What follows belongs to an exercise in optimizing a design on an open flow for a short achievable clock period and few clock cycles; a production flow would make more cautious choices.
In this exercise RTL edits were held to simulation tests only and were not proved equivalent to the original.
No activity file was given, so power comes from the tool's default toggle rates.

v6:
==> flow/design.v (excerpt) <==
module pipelined (
  input         clk_i, rst_ni,
  output [31:0] imem_addr_o ,
  input  [31:0] imem_rdata_i,
  output [31:0] dmem_addr_o ,
  output [31:0] dmem_wdata_o,
  output [ 3:0] dmem_be_o   ,
  output        dmem_we_o   ,
  input  [31:0] dmem_rdata_i
);
For scale: about 170 I/O pins.
clock: 12.0 ns
lec_check: 0
abc_clock_period_in_ps: 4000
cap_margin: 20
cell_pad_in_sites_detail_placement: 1
cell_pad_in_sites_global_placement: 2
core_margin: 2
core_utilization: 30
place_density: 0.45
slew_margin: 20
tns_end_percent: 100
standard.sh (not shown) runs the stock make flow with config.mk's settings and CLKGATE_MAP_FILE= SYNTH_SCRIPT=/design/flow/synth_recipe.tcl, a recipe that flattens the netlist after the stock synthesis.
==> flow/flow/run.sh <==
#!/bin/bash
# The standard layout (standard.sh: the standard flow's synthesis and ORFS flow) with two changes
# to how the layout is made; the SDC and everything else are unchanged:
# - a larger setup repair margin, so that repair_timing works towards a shorter
#   period than the 12 ns constraint needs;
# - every input and output port is still buffered, but with buf_4 instead of the
#   slow delay buffer that buffer_ports picks by default.
set -euo pipefail
export BUFFER_PORTS_ARGS="-buffer_cell sky130_fd_sc_hd__buf_4"
bash standard.sh SETUP_SLACK_MARGIN=8 finish > standard_flow.log 2>&1
Testbench counts of v6, summed over its fixed seeds: cycles 236,218.
--- input diff v6..v7 ---
--- a/flow/design.v
+++ b/flow/design.v
@@ -44,20 +44,20 @@
   logic [ 3:0] m_be;
   logic        m_redir;               
   logic [31:0] m_tgt;
   logic        u_valid, u_taken, u_cond, u_call, u_ret;
   logic [31:0] u_pc, u_tgt, u_link;
   logic [31:0][31:0] rf;
   logic [NB-1:0]            bt_v, bt_cond, bt_ret;
   logic [NB-1:0]            bt_p;     
   logic [NB-1:0][10:0]      bt_tag, bt_tgt;
-  logic [NB-1:0][4:0]       bt_h;
-  logic [NB-1:0][31:0][1:0] bt_c;
+  logic [NB-1:0][3:0]       bt_h;
+  logic [NB-1:0][15:0][1:0] bt_c;
   logic [NB-1:0]            bt_poh;    
   logic [NR-1:0][10:0]      ras;
   logic          pc_ok;
   logic [NB-1:0] hit, take;
   logic          p_taken;
   logic [10:0]   p_tgt;
   logic [31:0]   pc_plus4, p_next;
   assign imem_addr_o = pc_o;
   assign pc_ok       = (pc_c[31:13] == 19'd0) & (pc_c[1:0] == 2'd0);
@@ -240,26 +240,26 @@
       m_we    <= e_valid & e_we;
       m_redir <= jalr_miss;
       u_valid <= e_valid & (e_br | e_jal | e_jalr);
     end
   end
   always_ff @(posedge clk_i) begin
     if (~stall) begin
       d_pc   <= pc_q;
       d_inst <= imem_rdata_i;
-      d_rs1oh <= (32'd1 << imem_rdata_i[19:15]) & ~32'd1;
-      d_rs2oh <= (32'd1 << imem_rdata_i[24:20]) & ~32'd1;
       d_pt   <= p_taken | f_ret;
       d_hit  <= |hit;
       d_jb   <= f_jb;
       d_bimm <= f_bimm;
       d_ptgt <= {19'd0, f_ret ? ras[0] : p_tgt, 2'd0};
     end
+    d_rs1oh  <= (32'd1 << n_rs1) & ~32'd1;
+    d_rs2oh  <= (32'd1 << n_rs2) & ~32'd1;
     e_a      <= (fwd1 & uses_rs1) ? res :
                 (s_m1 & ~is_lui & ~is_auipc) ? wb_res :
                 is_lui ? 32'd0 : is_auipc ? d_pc : rf1x;
     e_b      <= (fwd2 & ~use_imm) ? res :
                 (s_m2 & ~use_imm) ? wb_res :
                 use_imm ? imm : rf2x;
     e_s      <= fwd2 ? res : rv2;
     e_sl     <= fwd2 & e_load;
     e_rd     <= rd;
@@ -346,32 +346,32 @@
     w_taken  <= u_taken;
     w_cond   <= u_cond;
     w_ret    <= u_ret;
     w_tgt_ok <= u_tgt_ok;
     w_pc     <= u_pc[12:2];
     w_tgt    <= u_tgt[12:2];
     w_m      <= u_same ? w_new : (um & ~w_new);
     w_any    <= u_same | (|(um & ~w_new));
   end
-  logic [NB-1:0][31:0][1:0] c_next;
+  logic [NB-1:0][15:0][1:0] c_next;
   logic [NB-1:0]            p_next_e;
   always_comb
     for (int e = 0; e < NB; e++) begin
       p_next_e[e] = 1'b0;
-      for (int k = 0; k < 32; k++) begin
+      for (int k = 0; k < 16; k++) begin
         c_next[e][k] = bt_c[e][k];
         if (bt_h[e] == k) begin
           if (w_taken & (bt_c[e][k] != 2'b11))  c_next[e][k] = bt_c[e][k] + 2'b01;
           if (~w_taken & (bt_c[e][k] != 2'b00)) c_next[e][k] = bt_c[e][k] - 2'b01;
         end
       end
-      for (int k = 0; k < 32; k++)
-        if ({bt_h[e][3:0], w_taken} == k) p_next_e[e] = c_next[e][k][1];
+      for (int k = 0; k < 16; k++)
+        if ({bt_h[e][2:0], w_taken} == k) p_next_e[e] = c_next[e][k][1];
     end
   always_ff @(posedge clk_i or negedge rst_ni) begin
     if (~rst_ni) begin
       bt_v   <= '0;
       bt_poh <= {{(NB-1){1'b0}}, 1'b1};
       ras    <= '0;
     end else begin
       if (w_alloc) bt_poh <= {bt_poh[NB-2:0], bt_poh[NB-1]};
       bt_v <= bt_v | w_new;
@@ -385,23 +385,23 @@
     end
   end
   always_ff @(posedge clk_i) begin
     for (int e = 0; e < NB; e++) begin
       if (w_new[e]) begin
         bt_tag[e]  <= w_pc;
         bt_tgt[e]  <= w_tgt;
         bt_cond[e] <= w_cond;
         bt_ret[e]  <= w_ret;
-        bt_h[e]    <= 5'd1;
-        bt_c[e]    <= {32{2'b10}};
+        bt_h[e]    <= 4'd1;
+        bt_c[e]    <= {16{2'b10}};
         bt_p[e]    <= 1'b1;
       end else if (w_valid & w_m[e]) begin
         if (w_taken & w_tgt_ok) bt_tgt[e] <= w_tgt;
         if (w_cond) begin
-          bt_h[e] <= {bt_h[e][3:0], w_taken};
+          bt_h[e] <= {bt_h[e][2:0], w_taken};
           bt_p[e] <= p_next_e[e];
           bt_c[e] <= c_next[e];
         end
       end
     end
   end
 endmodule
## What came out
- What v7 reported for clock-buffer cell count has to be multiplied by 1.3 to get the figure for v6.
- Delta (v7 minus v6): worst reg-to-reg path cell count picked up an extra 1; height of the die down 16%.
- Relative to v6, delay contributed by the slowest stage of the critical path has decreased by 0.03 ns in v7.
- Going from v6 to v7, the wire length of the first global-routing pass was found to have gone down by 550000 um.
- On v7: total global routing track utilization is 1.4 points higher than what v6 gave.
- Compared with v6, v7 shows a lower routed wire length.
- A endpoint of the worst setup timing path of imem_addr_o[11] is what v6 shows, while imem_addr_o[4] belongs to v7.
- v6 and v7 all finish clean.
- v7 vs v6 — number of flip-flops and latches dropped by more than 10%
- Per the comparison of v7 with v6, area fraction in compound gates after synthesis now sits lower, reg-to-reg setup timing slack shows an increase of 0.04 ns, smallest setup slack after layout rose 0.12 ns, synthesized cell count lower.
- Comparing v6 and v7, the higher count of non-CTS buffers in the layout is on v6.
- v7: area growth from synthesis to final layout is 0.80 points higher than what v6 reported.
Testbench counts of v7, summed over its fixed seeds: cycles 236,680.

xenon:
Another version of the RTL of pipelined (not shown whole).
Size: roughly 15,000 cells after synthesis, about 170 I/O pins, about 150,000 um^2 of cells after synthesis.
==> flow/design.v (excerpt) <==
module pipelined (
  input         clk_i, rst_ni,
  output [31:0] imem_addr_o ,
  input  [31:0] imem_rdata_i,
  output [31:0] dmem_addr_o ,
  output [31:0] dmem_wdata_o,
  output [ 3:0] dmem_be_o   ,
  output        dmem_we_o   ,
  input  [31:0] dmem_rdata_i
);
clock: 12.0 ns
lec_check: 0
abc_clock_period_in_ps: 4000
cap_margin: 20
cell_pad_in_sites_detail_placement: 1
cell_pad_in_sites_global_placement: 2
core_margin: 2
core_utilization: 30
place_density: 0.45
slew_margin: 20
tns_end_percent: 100
Scripts as last shown in full above: flow/flow/run.sh
Testbench counts of xenon, summed over its fixed seeds: cycles 237,447.
The following lists how sierra was set up differently from xenon:
--- a/flow/design.v
+++ b/flow/design.v
@@ -1,22 +1,22 @@
 module pipelined (
   input         clk_i, rst_ni,
   output [31:0] imem_addr_o ,
   input  [31:0] imem_rdata_i,
   output [31:0] dmem_addr_o ,
   output [31:0] dmem_wdata_o,
   output [ 3:0] dmem_be_o   ,
   output        dmem_we_o   ,
   input  [31:0] dmem_rdata_i
 );
-  localparam int NB = 16;    
+  localparam int NB = 32;    
   localparam int NR = 4;     
   logic [31:0] pc_q;
   logic [31:0] pc_o;                  
   logic [31:0] pc_c;                  
   logic        d_valid;
   logic [31:0] d_pc, d_inst;
   logic [31:0] d_rs1oh, d_rs2oh;      
   logic        d_pt;                  
   logic        d_hit;                 
   logic        d_jb;                  
   logic        stall_q;               
## What came out
- Post-layout total power came out higher on sierra than on xenon.
- Diff xenon -> sierra: core utilization closely matched the old numbers; deepest level of the CTS H-tree increased by 1 relative to the old numbers; critical path depth decreased by 10 relative to the old numbers.
- ~same initial cell density of the core in sierra and xenon
- In the reports for sierra and xenon, the smaller post-cts resize count belongs to xenon.
Testbench counts of sierra, summed over its fixed seeds: cycles 236,680.

Another version of the RTL of pipelined (not shown whole).
Size in the first run: about 24000 cells after synthesis, ~3800 flip-flops, roughly 220000 µm² of cells after synthesis.
clock: 12.0 ns
lec_check: 0
abc_clock_period_in_ps: 4000
cap_margin: 20
cell_pad_in_sites_detail_placement: 1
cell_pad_in_sites_global_placement: 2
core_margin: 2
core_utilization: 30
place_density: 0.45
slew_margin: 20
tns_end_percent: 100
Scripts as last shown in full above: flow/flow/run.sh
The starting point completed without violations.
Testbench counts at the start, summed over its fixed seeds: cycles 237,169.
Rerun with:
--- a/flow/design.v
+++ b/flow/design.v
@@ -65,17 +65,18 @@
     for (int e = 0; e < NB; e++) begin
       hit[e]  = bt_v[e] & (bt_tag[e] == pc_c[12:2]) & pc_ok;
       take[e] = hit[e] & bt_p[e];
       p_tgt   = p_tgt | ({11{take[e]}} & (bt_ret[e] ? ras[0] : bt_tgt[e]));
     end
   end
   assign p_taken  = |take;
   assign pc_plus4 = pc_q + 32'd4;
-  assign p_next   = {{19{~p_taken}} & pc_plus4[31:13],
+  assign p_next   = {pc_plus4[31:14],
+                     pc_plus4[13] & ~p_taken,
                      p_tgt | ({11{~p_taken}} & pc_plus4[12:2]),
                      pc_plus4[1:0]};
   wire [4:0] op  = d_inst[6:2];
   wire [2:0] f3  = d_inst[14:12];
   wire       f7b = d_inst[30];
   wire [4:0] rd  = d_inst[11:7];
   wire [4:0] rs1 = d_inst[19:15];
   wire [4:0] rs2 = d_inst[24:20];
@@ -176,49 +177,31 @@
       3'b000:  ld_data = {{24{lane[7]}}, lane[7:0]};
       3'b001:  ld_data = {{16{lane[15]}}, lane[15:0]};
       3'b100:  ld_data = {24'd0, lane[7:0]};
       3'b101:  ld_data = {16'd0, lane[15:0]};
       default: ld_data = lane;
     endcase
   end
   assign wb_res = m_load ? ld_data : m_res;
-  logic [31:0] npc;
-  always_comb begin
-    if (ex_redirect)      npc = e_alt;
-    else if (m_redir)     npc = m_tgt;
-    else if (id_redirect) npc = d_bt;
-    else if (stall)       npc = pc_q;
-    else                  npc = p_next;
-  end
-  logic [31:0] npc_o, npc_c;
-  always_comb begin
-    if (m_redir)          npc_o = m_tgt;
-    else if (ex_redirect) npc_o = e_alt;
-    else if (id_redirect) npc_o = d_bt;
-    else if (stall)       npc_o = pc_o;
-    else                  npc_o = p_next;
-  end
-  always_comb begin
-    if (stall & ~ex_redirect & ~m_redir) npc_c = pc_c;
-    else if (ex_redirect)                npc_c = e_alt;
-    else if (m_redir)                    npc_c = m_tgt;
-    else if (id_redirect)                npc_c = d_bt;
-    else                                 npc_c = p_next;
-  end
+  wire s_m  = m_redir;
+  wire s_id = id_redirect & ~m_redir;
+  wire s_st = stall & ~m_redir;
+  wire s_p  = ~(m_redir | id_redirect | stall);
+  wire [31:0] npc_move = ({32{s_m}} & m_tgt) | ({32{s_id}} & d_bt) | ({32{s_p}} & p_next);
+  wire [31:0] npc   = ex_redirect ? e_alt : (npc_move | ({32{s_st}} & pc_q));
+  wire [31:0] npc_c = ex_redirect ? e_alt : (npc_move | ({32{s_st}} & pc_c));
   always_ff @(posedge clk_i or negedge rst_ni) begin
-    if (~rst_ni) begin
-      pc_q <= 32'd0;
-      pc_c <= 32'd0;
-    end else begin
-      pc_q <= npc;
-      pc_c <= npc_c;
-    end
+    if (~rst_ni) pc_q <= 32'd0;
+    else         pc_q <= npc;
+  end
+  always_ff @(posedge clk_i) begin
+    pc_c <= rst_ni ? npc_c : 32'd0;
+    pc_o <= rst_ni ? npc   : 32'd0;
   end
-  always_ff @(posedge clk_i) pc_o <= rst_ni ? npc_o : 32'd0;
   wire kill_d = m_redir | ex_flush | id_redirect;
   wire kill_e = m_redir | ex_flush | stall;
   always_ff @(posedge clk_i or negedge rst_ni) begin
     if (~rst_ni) begin
       d_valid <= 1'b0;
       e_valid <= 1'b0;
       m_valid <= 1'b0;
       m_we    <= 1'b0;
Global-route usage fell by 0.80 points.
Clock-buffer cell count fell by 17.
Via count fell by a few percent.
Routed wire length fell by a few percent.
Combinational power fell by a little under a tenth.
Total power fell by a few percent.
First-iteration DRC count fell by a few percent.
Maximum frequency rose by a few percent.
Synthesized area fell slightly.
Testbench counts after the change, summed over its fixed seeds: cycles 237,169.

pipelined, a different RTL version from the one above (not shown whole).
Size: ~35,000 cells after synthesis, about 4,900 flip-flops, roughly 170 I/O pins, about 310,000 µm² of cells after synthesis.
==> flow/config.mk <==
export PLATFORM = sky130hd
export DESIGN_NAME = pipelined
export DESIGN_NICKNAME = pipelined
export VERILOG_FILES = /design/flow/design.v
export SDC_FILE = /design/flow/constraint.sdc
export NUM_CORES = 4
export LEC_CHECK = 0
export ABC_CLOCK_PERIOD_IN_PS = 4000
export CAP_MARGIN = 20
export CELL_PAD_IN_SITES_DETAIL_PLACEMENT = 1
export CELL_PAD_IN_SITES_GLOBAL_PLACEMENT = 2
export CORE_MARGIN = 2
export CORE_UTILIZATION = 30
export PLACE_DENSITY = 0.45
export SLEW_MARGIN = 20
export TNS_END_PERCENT = 100
==> flow/constraint.sdc <==
create_clock -name core_clock -period 12.0 [get_ports {clk_i}]
set_input_delay 2.4000 -clock core_clock [delete_from_list [all_inputs] [get_ports {clk_i}]]
set_output_delay 2.4000 -clock core_clock [all_outputs]
set_load 0.01 [all_outputs]
Scripts as last shown in full above: flow/flow/run.sh
Testbench counts at the start, summed over its fixed seeds: cycles 236,218.
Then changed:
--- a/flow/design.v
+++ b/flow/design.v
@@ -113,40 +113,42 @@
   logic [4:0]  x_rd;
   logic [31:0] x_res;
   wire  [31:0] x_sel = 32'd1 << x_rd;
   logic [31:0] rf1, rf2;
   always_comb begin
     rf1 = 32'd0;
     rf2 = 32'd0;
     for (int i = 1; i < 32; i++) begin
       rf1 = rf1 | ({32{d_rs1oh[i]}} & rf[i]);
       rf2 = rf2 | ({32{d_rs2oh[i]}} & rf[i]);
     end
   end
-  wire [31:0] rf1x = (x_we & (x_rd == rs1)) ? x_res : rf1;
-  wire [31:0] rf2x = (x_we & (x_rd == rs2)) ? x_res : rf2;
-  wire [31:0] rv1  = (w_en & (m_rd == rs1)) ? wb_res : rf1x;
-  wire [31:0] rv2  = (w_en & (m_rd == rs2)) ? wb_res : rf2x;
-  wire ex_w   = e_valid & e_we;
-  wire fwd1   = ex_w & (e_rd == rs1);
-  wire fwd2   = ex_w & (e_rd == rs2);
+  logic        s_e1, s_e2, s_m1, s_m2, s_x1, s_x2;
+  wire  [31:0] rf1x = s_x1 ? x_res : rf1;
+  wire  [31:0] rf2x = s_x2 ? x_res : rf2;
+  wire  [31:0] rv1  = s_m1 ? wb_res : rf1x;
+  wire  [31:0] rv2  = s_m2 ? wb_res : rf2x;
+  wire         fwd1 = s_e1;
+  wire         fwd2 = s_e2;
   wire stall  = stall_q & d_valid & e_valid;
   wire [4:0] f_op       = imem_rdata_i[6:2];
   wire       f_uses_rs1 = (f_op == 5'b11001) | (f_op == 5'b11000) | (f_op == 5'b00000) |
                           (f_op == 5'b01000) | (f_op == 5'b00100) | (f_op == 5'b01100);
   wire       f_uses_rs2 = (f_op == 5'b11000) | (f_op == 5'b01100);
   wire       f_jb       = (f_op == 5'b11011) | ((f_op == 5'b11000) & imem_rdata_i[31]);
   wire [31:0] f_bimm    = (f_op == 5'b11011) ?
       {{11{imem_rdata_i[31]}}, imem_rdata_i[31], imem_rdata_i[19:12], imem_rdata_i[20], imem_rdata_i[30:21], 1'b0} :
       {{19{imem_rdata_i[31]}}, imem_rdata_i[31], imem_rdata_i[7], imem_rdata_i[30:25], imem_rdata_i[11:8], 1'b0};
+  wire [4:0] n_rs1      = stall ? rs1 : imem_rdata_i[19:15];
+  wire [4:0] n_rs2      = stall ? rs2 : imem_rdata_i[24:20];
   wire       stall_n    = ~stall & d_valid & is_load & d_we &
                           ((f_uses_rs1 & (imem_rdata_i[19:15] == rd)) |
                            (f_uses_rs2 & (imem_rdata_i[24:20] == rd)));
   wire id_redirect = d_valid & ~stall & ~d_hit & d_jb;
   wire        f_ret   = (imem_rdata_i[6:0] == 7'b1100111) & (imem_rdata_i[11:7] == 5'd0) &
                         (imem_rdata_i[19:15] == 5'd1);
   wire [31:0] p_next2 = f_ret ? {19'd0, ras[0], 2'd0} : p_next;
   wire d_call = (is_jal | is_jalr) & (rd == 5'd1);
   wire d_ret  = is_jalr & (rd == 5'd0) & (rs1 == 5'd1);
   wire [31:0] A = e_a;
   wire [31:0] B = e_b;
   wire [31:0] S = e_sl ? wb_res : e_s;
@@ -208,52 +210,64 @@
   end
   wire kill_d = m_redir | ex_flush | id_redirect;
   wire kill_e = m_redir | ex_flush | stall;
   always_ff @(posedge clk_i or negedge rst_ni) begin
     if (~rst_ni) begin
       d_valid <= 1'b0;
       e_valid <= 1'b0;
       m_valid <= 1'b0;
       m_we    <= 1'b0;
       m_redir <= 1'b0;
       u_valid <= 1'b0;
       stall_q <= 1'b0;
+      s_e1    <= 1'b0;
+      s_e2    <= 1'b0;
+      s_m1    <= 1'b0;
+      s_m2    <= 1'b0;
+      s_x1    <= 1'b0;
+      s_x2    <= 1'b0;
     end else begin
       stall_q <= stall_n;
+      s_e1    <= d_valid & ~stall & d_we & (rd == n_rs1);
+      s_e2    <= d_valid & ~stall & d_we & (rd == n_rs2);
+      s_m1    <= e_valid & e_we & (e_rd == n_rs1);
+      s_m2    <= e_valid & e_we & (e_rd == n_rs2);
+      s_x1    <= m_we & (m_rd == n_rs1);
+      s_x2    <= m_we & (m_rd == n_rs2);
       if (kill_d)      d_valid <= 1'b0;
       else if (~stall) d_valid <= 1'b1;
       e_valid <= d_valid & ~kill_e;
       m_valid <= e_valid;
       m_we    <= e_valid & e_we;
       m_redir <= jalr_miss;
       u_valid <= e_valid & (e_br | e_jal | e_jalr);
     end
   end
   always_ff @(posedge clk_i) begin
     if (~stall) begin
       d_pc   <= pc_q;
       d_inst <= imem_rdata_i;
-      d_rs1oh <= (32'd1 << imem_rdata_i[19:15]) & ~32'd1;
-      d_rs2oh <= (32'd1 << imem_rdata_i[24:20]) & ~32'd1;
       d_pt   <= p_taken | f_ret;
       d_hit  <= |hit;
       d_jb   <= f_jb;
       d_bimm <= f_bimm;
       d_ptgt <= {19'd0, f_ret ? ras[0] : p_tgt, 2'd0};
     end
+    d_rs1oh  <= (32'd1 << n_rs1) & ~32'd1;
+    d_rs2oh  <= (32'd1 << n_rs2) & ~32'd1;
     e_a      <= (fwd1 & uses_rs1) ? res :
-                (w_en & (m_rd == rs1) & ~is_lui & ~is_auipc) ? wb_res :
+                (s_m1 & ~is_lui & ~is_auipc) ? wb_res :
                 is_lui ? 32'd0 : is_auipc ? d_pc : rf1x;
     e_b      <= (fwd2 & ~use_imm) ? res :
-                (w_en & (m_rd == rs2) & ~use_imm) ? wb_res :
+                (s_m2 & ~use_imm) ? wb_res :
                 use_imm ? imm : rf2x;
     e_s      <= fwd2 ? res : rv2;
     e_sl     <= fwd2 & e_load;
     e_rd     <= rd;
     e_we     <= d_we;
     e_load   <= is_load;
     e_store  <= is_store;
     e_br     <= is_br;
     e_jal    <= is_jal;
     e_jalr   <= is_jalr;
     e_call   <= d_call;
     e_ret    <= d_ret;
What happened: Worst hold slack gets worse by 0.016 ns. First-iteration DRC count drops by 3.6%. Worst setup slack is better by 0.21 ns. Core utilization is about the same. Combinational power falls by about 0.9%. Routed wire length barely changes. Non-clock buffer count goes up by 46. Sequential power hardly moves. Via count goes up by 1.4%. Die area rises by 0.92%. Critical path depth is unchanged. Sequential share of layout area decreases by 0.41 points.
Testbench counts after the change, summed over its fixed seeds: cycles 236,218.

-- separate check: timing with driven ports --
The results above use ideal ports. As a check the final layouts listed here were re-extracted and re-timed, cells and wires unchanged.
Step 1: set_driving_cell puts a clkbuf_16 on clk_i and a buf_2 on each other input, an assumption about the parent block.
Step 2 moves the port delays by t, midway between the first and last clock arrival at a register: inputs arrive t later, outputs are due t later. That takes back most of the time a late clock gives input paths.
Three values: ideal, step 1, step 2; two values: the first two.
| run | t, ns | setup WS [ns] | latest minus earliest clock arrival (ns) | pins driven straight from the clock port |
|---|---|---|---|---|
| v6 | 1.278 | 7.821 / 7.677 / 6.885 | 0.162 / 0.162 | 1 |
| v7 | 1.255 | 7.943 / 7.802 / 6.845 | 0.102 / 0.102 | 1 |
| xenon | 1.115 | 7.867 / 7.921 / 6.841 | 0.121 / 0.121 | 1 |
| sierra | 1.223 | 7.892 / 7.750 / 6.894 | 0.082 / 0.083 | 1 |
| the first run of note 3 | 1.257 | 7.717 / 7.625 / 6.879 | 0.101 / 0.102 | 1 |
| the second run of note 3 | 1.251 | 7.825 / 7.818 / 6.716 | 0.089 / 0.088 | 1 |
| the first run of note 4 | 1.281 | 7.663 / 7.512 / 6.591 | 0.154 / 0.154 | 1 |
| the second run of note 4 | 1.298 | 7.873 / 7.715 / 6.768 | 0.117 / 0.117 | 1 |
After both steps every run listed still meets setup and hold. The setup slack of the second run of note 3, which loses most, moves by -0.007 ns with the drivers and by -1.109 ns with both steps.
